Source: an optimization exercise on an open RTL-to-GDS flow (aim: small area). Production flows keep margins and buffers that such runs may drop.
The RTL was checked by simulation tests, not by an equivalence proof against the original design.
Power and IR drop assume default switching activity.

==> module axi_servo_ctl, before the edit <==
module axi_servo_ctl #
   (
    parameter integer C_AXI_DATA_WIDTH  = 32,
    parameter integer C_CLK_FREQ_HZ     = 100000000,
    parameter integer C_AXI_ADDR_WIDTH  = 32,
    parameter integer C_NUM_SERVOS      = 8,
    parameter integer C_PERIOD_US       = 20000,
    parameter integer C_DUTY_MIN_US     = 500,
    parameter integer C_DUTY_MAX_US     = 1800
)  (
    output wire [7:0]                     servo_ctl,
    input wire                            s_axi_aclk,
    input wire                            s_axi_aresetn,
    input wire [C_AXI_ADDR_WIDTH-1:0]     s_axi_awaddr,
    input wire [2:0]                      s_axi_awprot,
    input wire                            s_axi_awvalid,
    output wire                           s_axi_awready,
    input wire [C_AXI_DATA_WIDTH-1:0]     s_axi_wdata,
    input wire                            s_axi_wvalid,
    output wire                           s_axi_wready,
    output wire [1:0]                     s_axi_bresp,
    output reg                            s_axi_bvalid,
    input wire                            s_axi_bready,
    input wire [C_AXI_ADDR_WIDTH-1:0]     s_axi_araddr,
    input wire [2:0]                      s_axi_arprot,
    input wire                            s_axi_arvalid,
    output reg                            s_axi_arready,
    output reg [C_AXI_DATA_WIDTH-1:0]     s_axi_rdata,
    output wire [1:0]                     s_axi_rresp,
    output reg                            s_axi_rvalid,
    input wire                            s_axi_rready
    );
    wire resetn = s_axi_aresetn;
    reg [31:0]     en_r;      
    reg [16*8-1:0] lowb;      
    reg [8*24-1:0] ra, rb;    
    reg            ph;        
    reg            clr2;      
    reg aw_rdy;
    assign s_axi_awready = aw_rdy;
    assign s_axi_wready  = aw_rdy;
    assign s_axi_bresp   = 2'b00;
    assign s_axi_rresp   = 2'b00;
    wire aw_req = resetn && !aw_rdy && s_axi_awvalid && s_axi_wvalid;
    wire wren   = aw_rdy && s_axi_awvalid && s_axi_wvalid;
    always @(posedge s_axi_aclk)
        aw_rdy <= aw_req;
    always @(posedge s_axi_aclk) begin
        if (!resetn)
            s_axi_bvalid <= 1'b0;
        else if (wren && !s_axi_bvalid)
            s_axi_bvalid <= 1'b1;
        else if (s_axi_bready && s_axi_bvalid)
            s_axi_bvalid <= 1'b0;
    end
    wire [4:0]  widx = s_axi_awaddr[6:2];
    wire [31:0] wd   = s_axi_wdata & {32{resetn}};
    always @(posedge s_axi_aclk)
        if (!resetn || (wren && widx == 5'd0))
            en_r <= wd;
    genvar k;
    generate
        for (k = 1; k <= 16; k = k + 1) begin : g_low
            always @(posedge s_axi_aclk)
                if (!resetn || (wren && widx == k))
                    lowb[8 * (k - 1) +: 8] <= wd[7:0];
        end
    endgenerate
    wire       wring = (widx != 5'd0) && (widx <= 5'd16);
    wire [3:0] wm1   = widx[3:0] - 4'd1;
    wire       win_b = !(ph ^ widx[0]);
    wire       ins   = (aw_req || wren) && resetn && wring && win_b;
    wire       hold  = resetn && !clr2;
    genvar i;
    generate
        for (i = 0; i < 8; i = i + 1) begin : g_ring
            wire s1 = ins && (wm1[3:1] == i);
            wire s2 = !s1 && hold;
            always @(posedge s_axi_aclk) begin
                ra[24 * i +: 24] <= (s_axi_wdata[31:8] & {24{s1}}) | (rb[24 * i +: 24] & {24{s2}});
                rb[24 * i +: 24] <= ra[24 * i +: 24];
            end
        end
    endgenerate
    always @(posedge s_axi_aclk) begin
        ph   <= !ph;
        clr2 <= !resetn;
    end
    always @(posedge s_axi_aclk) begin
        if (!resetn)
            s_axi_arready <= 1'b0;
        else
            s_axi_arready <= !s_axi_arready && s_axi_arvalid;
    end
    wire rden = s_axi_arready && s_axi_arvalid && !s_axi_rvalid;
    always @(posedge s_axi_aclk) begin
        if (!resetn)
            s_axi_rvalid <= 1'b0;
        else if (rden)
            s_axi_rvalid <= 1'b1;
        else if (s_axi_rvalid && s_axi_rready)
            s_axi_rvalid <= 1'b0;
    end
    wire [4:0] ridx  = s_axi_araddr[6:2];
    wire [31:0] rdec  = 32'd1 << ridx;
    wire        rin_a = ph ^ ridx[0];
    reg [31:0] rmux;
    integer j;
    always @(*) begin
        rmux = en_r & {32{rdec[0]}};
        for (j = 1; j <= 16; j = j + 1)
            rmux[7:0] = rmux[7:0] | (lowb[8 * (j - 1) +: 8] & {8{rdec[j]}});
        for (j = 0; j < 8; j = j + 1)
            rmux[31:8] = rmux[31:8]
                       | (ra[24 * j +: 24] & {24{(rdec[2 * j + 1] | rdec[2 * j + 2]) & rin_a & !clr2}})
                       | (rb[24 * j +: 24] & {24{(rdec[2 * j + 1] | rdec[2 * j + 2]) & !rin_a & !clr2}});
    end
    wire ar_req = resetn && !s_axi_arready && s_axi_arvalid;
    wire rconf  = aw_req && wring && win_b && ar_req && !s_axi_rvalid && (ridx == widx);
    reg  skip;
    always @(posedge s_axi_aclk)
        skip <= rconf;
    always @(posedge s_axi_aclk)
        if ((rden && !skip) || rconf)
            s_axi_rdata <= rmux;
    generate
        for (i = 0; i < 8; i = i + 1) begin : g_servo
            axi_servo_pwm pwm (
                .resetn    ( resetn                       ),
                .clk       ( s_axi_aclk                   ),
                .position  ( lowb[8 * (2 * i + 1) +: 8]   ),
                .trim      ( lowb[8 * (2 * i) +: 8]       ),
                .enable    ( en_r[i]                      ),
                .servo_ctl ( servo_ctl[i]                 )
            );
        end
    endgenerate
endmodule
Settings: LEC_CHECK=0, CAP_MARGIN=0, CORE_MARGIN=2, CORE_UTILIZATION=60, SLEW_MARGIN=0; clock period 10.0 ns.
standard.sh (not shown) runs the stock make flow with config.mk's settings and CLKGATE_MAP_FILE= SYNTH_SCRIPT=/design/flow/synth_recipe.tcl, a recipe that flattens the netlist after the stock synthesis.
==> flow/flow/run.sh <==
#!/bin/bash
# Layout flow: the standard ORFS flow (standard.sh) with these changes:
#  1. synthesis is the standard flow's (synth_recipe.tcl), except that ABC uses an area-oriented script
#     (flow/synth_area.tcl, flow/area.abc); registers are mapped before ABC, so they are the
#     standard synthesis's. Then the combinational gates are mapped again by ABC with the same
#     script (flow/reopt.tcl); the flip-flops are untouched. The re-mapped netlist is used only
#     if a SAT proof (flow/equiv.ys) shows it equal to the synthesized one with the flip-flops
#     cut into ports;
#  2. port buffers of the smallest buffer cell (buf_1);
#  3. a clock tree of clkbuf_8 leaf clusters without balancing dummy loads.
# Each tool writes its full output to a log in this folder (orfs/logs/... for ORFS steps).
set -euo pipefail
HERE=$PWD
FL=$HERE/flow
R=$HERE/orfs/results/$FLOW_PLATFORM/axi_servo_ctl/base
LIB=$FLOW_HOME/platforms/$FLOW_PLATFORM/lib/sky130_fd_sc_hd__tt_025C_1v80.lib
YOSYS=$(command -v yosys || echo "$FLOW_HOME/../tools/install/yosys/bin/yosys")

sed -e "s|@AREA_ABC@|$FL/area.abc|" -e "s|@FLOW_SYNTH@|$HERE/synth_recipe.tcl|" \
  "$FL/synth_area.tcl" > synth_area_run.tcl
if ! bash standard.sh "SYNTH_SCRIPT=$HERE/synth_area_run.tcl" synth > synth_make.log 2>&1; then
  echo "area synthesis failed; running the standard synthesis" > synth_fallback.txt
  rm -rf orfs
  bash standard.sh synth > synth_std_make.log 2>&1
fi

cp "$R/1_2_yosys.v" std_1_2_yosys.v
python3 "$FL/genmodels.py" "$LIB" cells.v > genmodels.log 2>&1
DONT_USE=$(make -s -C "$FLOW_HOME" DESIGN_CONFIG="$HERE/config.mk" print-DONT_USE_CELLS 2>/dev/null | sed 's/^DONT_USE_CELLS: //')
if LIBFILE="$LIB" CELLS_V=cells.v IN_V=std_1_2_yosys.v TOP="$FLOW_TOP" DONT_USE="$DONT_USE" \
     ABC_SCRIPT="$FL/area.abc" OUT_V=reopt.v "$YOSYS" -c "$FL/reopt.tcl" > reopt.log 2>&1 &&
   python3 "$FL/cutff.py" std_1_2_yosys.v std_cut.v > cutff.log 2>&1 &&
   python3 "$FL/cutff.py" reopt.v reopt_cut.v >> cutff.log 2>&1 &&
   "$YOSYS" "$FL/equiv.ys" > equiv.log 2>&1 &&
   grep -q "SAT proof finished - no model found: SUCCESS" equiv.log; then
  echo "using the re-mapped netlist" > reopt_used.txt
  cp reopt.v "$R/1_2_yosys.v"
  touch "$R/1_2_yosys.v"
else
  echo "re-mapping failed or was not proven; keeping the standard netlist" > reopt_used.txt
fi

bash standard.sh \
  "BUFFER_PORTS_ARGS=-buffer_cell sky130_fd_sc_hd__buf_1" \
  "CTS_ARGS=-sink_clustering_enable -repair_clock_nets -dont_use_dummy_load -buf_list sky130_fd_sc_hd__clkbuf_8 -sink_clustering_size 18 -sink_clustering_max_diameter 55" \
  finish > flow_make.log 2>&1
Other scripts of this flow, unchanged in this note and not shown: flow/flow/area.abc, flow/flow/cutff.py, flow/flow/equiv.ys, flow/flow/genmodels.py, flow/flow/reopt.tcl, flow/flow/synth_area.tcl
The starting point passed the timing, design-rule and antenna checks.
==> next run, changes <==
--- a/flow/design.v
+++ b/flow/design.v
@@ -153,30 +153,35 @@
             s_axi_rvalid <= 1'b1;
         else if (s_axi_rvalid && s_axi_rready)
             s_axi_rvalid <= 1'b0;
     end
-    wire [4:0] ridx  = s_axi_araddr[6:2];
-    wire [31:0] rdec  = 32'd1 << ridx;
-    wire        rin_a = ph ^ ridx[0];
-    reg [31:0] rmux;
+    wire [4:0]  ridx   = s_axi_araddr[6:2];
+    wire [31:0] rdec   = 32'd1 << ridx;
+    wire        rring  = (ridx != 5'd0) && (ridx <= 5'd16);
+    wire        rin_b  = !(ph ^ ridx[0]);
+    wire        ar_req = resetn && !s_axi_arready && s_axi_arvalid;
+    wire        e0_ld  = ar_req && !s_axi_rvalid && rring && rin_b;
+    wire        bypass = e0_ld && wren && (widx == ridx);
+    reg         hi_done;    
+    always @(posedge s_axi_aclk)
+        hi_done <= e0_ld;
+    reg [7:0]  rlo;
+    reg [23:0] rhi;
     integer j;
     always @(*) begin
-        rmux = en_r & {32{rdec[0]}};
+        rlo = en_r[7:0] & {8{rdec[0]}};
         for (j = 1; j <= 16; j = j + 1)
-            rmux[7:0] = rmux[7:0] | (lowb[8 * (j - 1) +: 8] & {8{rdec[j]}});
+            rlo = rlo | (lowb[8 * (j - 1) +: 8] & {8{rdec[j]}});
+        rhi = (en_r[31:8] & {24{rdec[0]}}) | (s_axi_wdata[31:8] & {24{bypass}});
         for (j = 0; j < 8; j = j + 1)
-            rmux[31:8] = rmux[31:8]
-                       | (ra[24 * j +: 24] & {24{(rdec[2 * j + 1] | rdec[2 * j + 2]) & rin_a & !clr2}})
-                       | (rb[24 * j +: 24] & {24{(rdec[2 * j + 1] | rdec[2 * j + 2]) & !rin_a & !clr2}});
+            rhi = rhi | (rb[24 * j +: 24] & {24{(rdec[2 * j + 1] | rdec[2 * j + 2]) && !bypass && !clr2}});
     end
-    wire ar_req = resetn && !s_axi_arready && s_axi_arvalid;
-    wire rconf  = aw_req && wring && win_b && ar_req && !s_axi_rvalid && (ridx == widx);
-    reg  skip;
     always @(posedge s_axi_aclk)
-        skip <= rconf;
+        if (rden)
+            s_axi_rdata[7:0] <= rlo;
     always @(posedge s_axi_aclk)
-        if ((rden && !skip) || rconf)
-            s_axi_rdata <= rmux;
+        if ((rden && !hi_done) || e0_ld)
+            s_axi_rdata[31:8] <= rhi;
     generate
         for (i = 0; i < 8; i = i + 1) begin : g_servo
             axi_servo_pwm pwm (
                 .resetn    ( resetn                       ),
The changed run completed with no timing, DRC or antenna violations.
Die area drops by 1.5%.
Power drops by 0.57%.
Synthesized cell count drops by 1.5%.
Sequential power is about the same.
Clock-buffer cell count drops by 2.

==> what the ideal ports hide <==
The results above use ideal ports. As a check the final layouts listed here were re-extracted and re-timed, cells and wires unchanged. Step 1 (the two cells are an assumption about what drives the block):
set clk [get_ports {s_axi_aclk}]
set_driving_cell -lib_cell sky130_fd_sc_hd__clkbuf_16 $clk
set_driving_cell -lib_cell sky130_fd_sc_hd__buf_2 [delete_from_list [all_inputs] $clk]
Step 2 moves the port delays by t, midway between the first and last clock arrival at a register: inputs arrive t later, outputs are due t later. That takes back most of the time a late clock gives input paths. Slacks: ideal / step 1 / step 2; pairs: ideal / step 1.
run	t (ns)	setup slack, ns	cell pins on the clock port's net
the first run	0.767	5.018 / 4.991 / 4.224	1
the second run	0.756	4.173 / 4.208 / 3.452	1
After both steps every run listed still meets setup and hold. The setup slack of the first run, which loses most, moves by -0.027 ns with the drivers and by -0.794 ns with both steps.
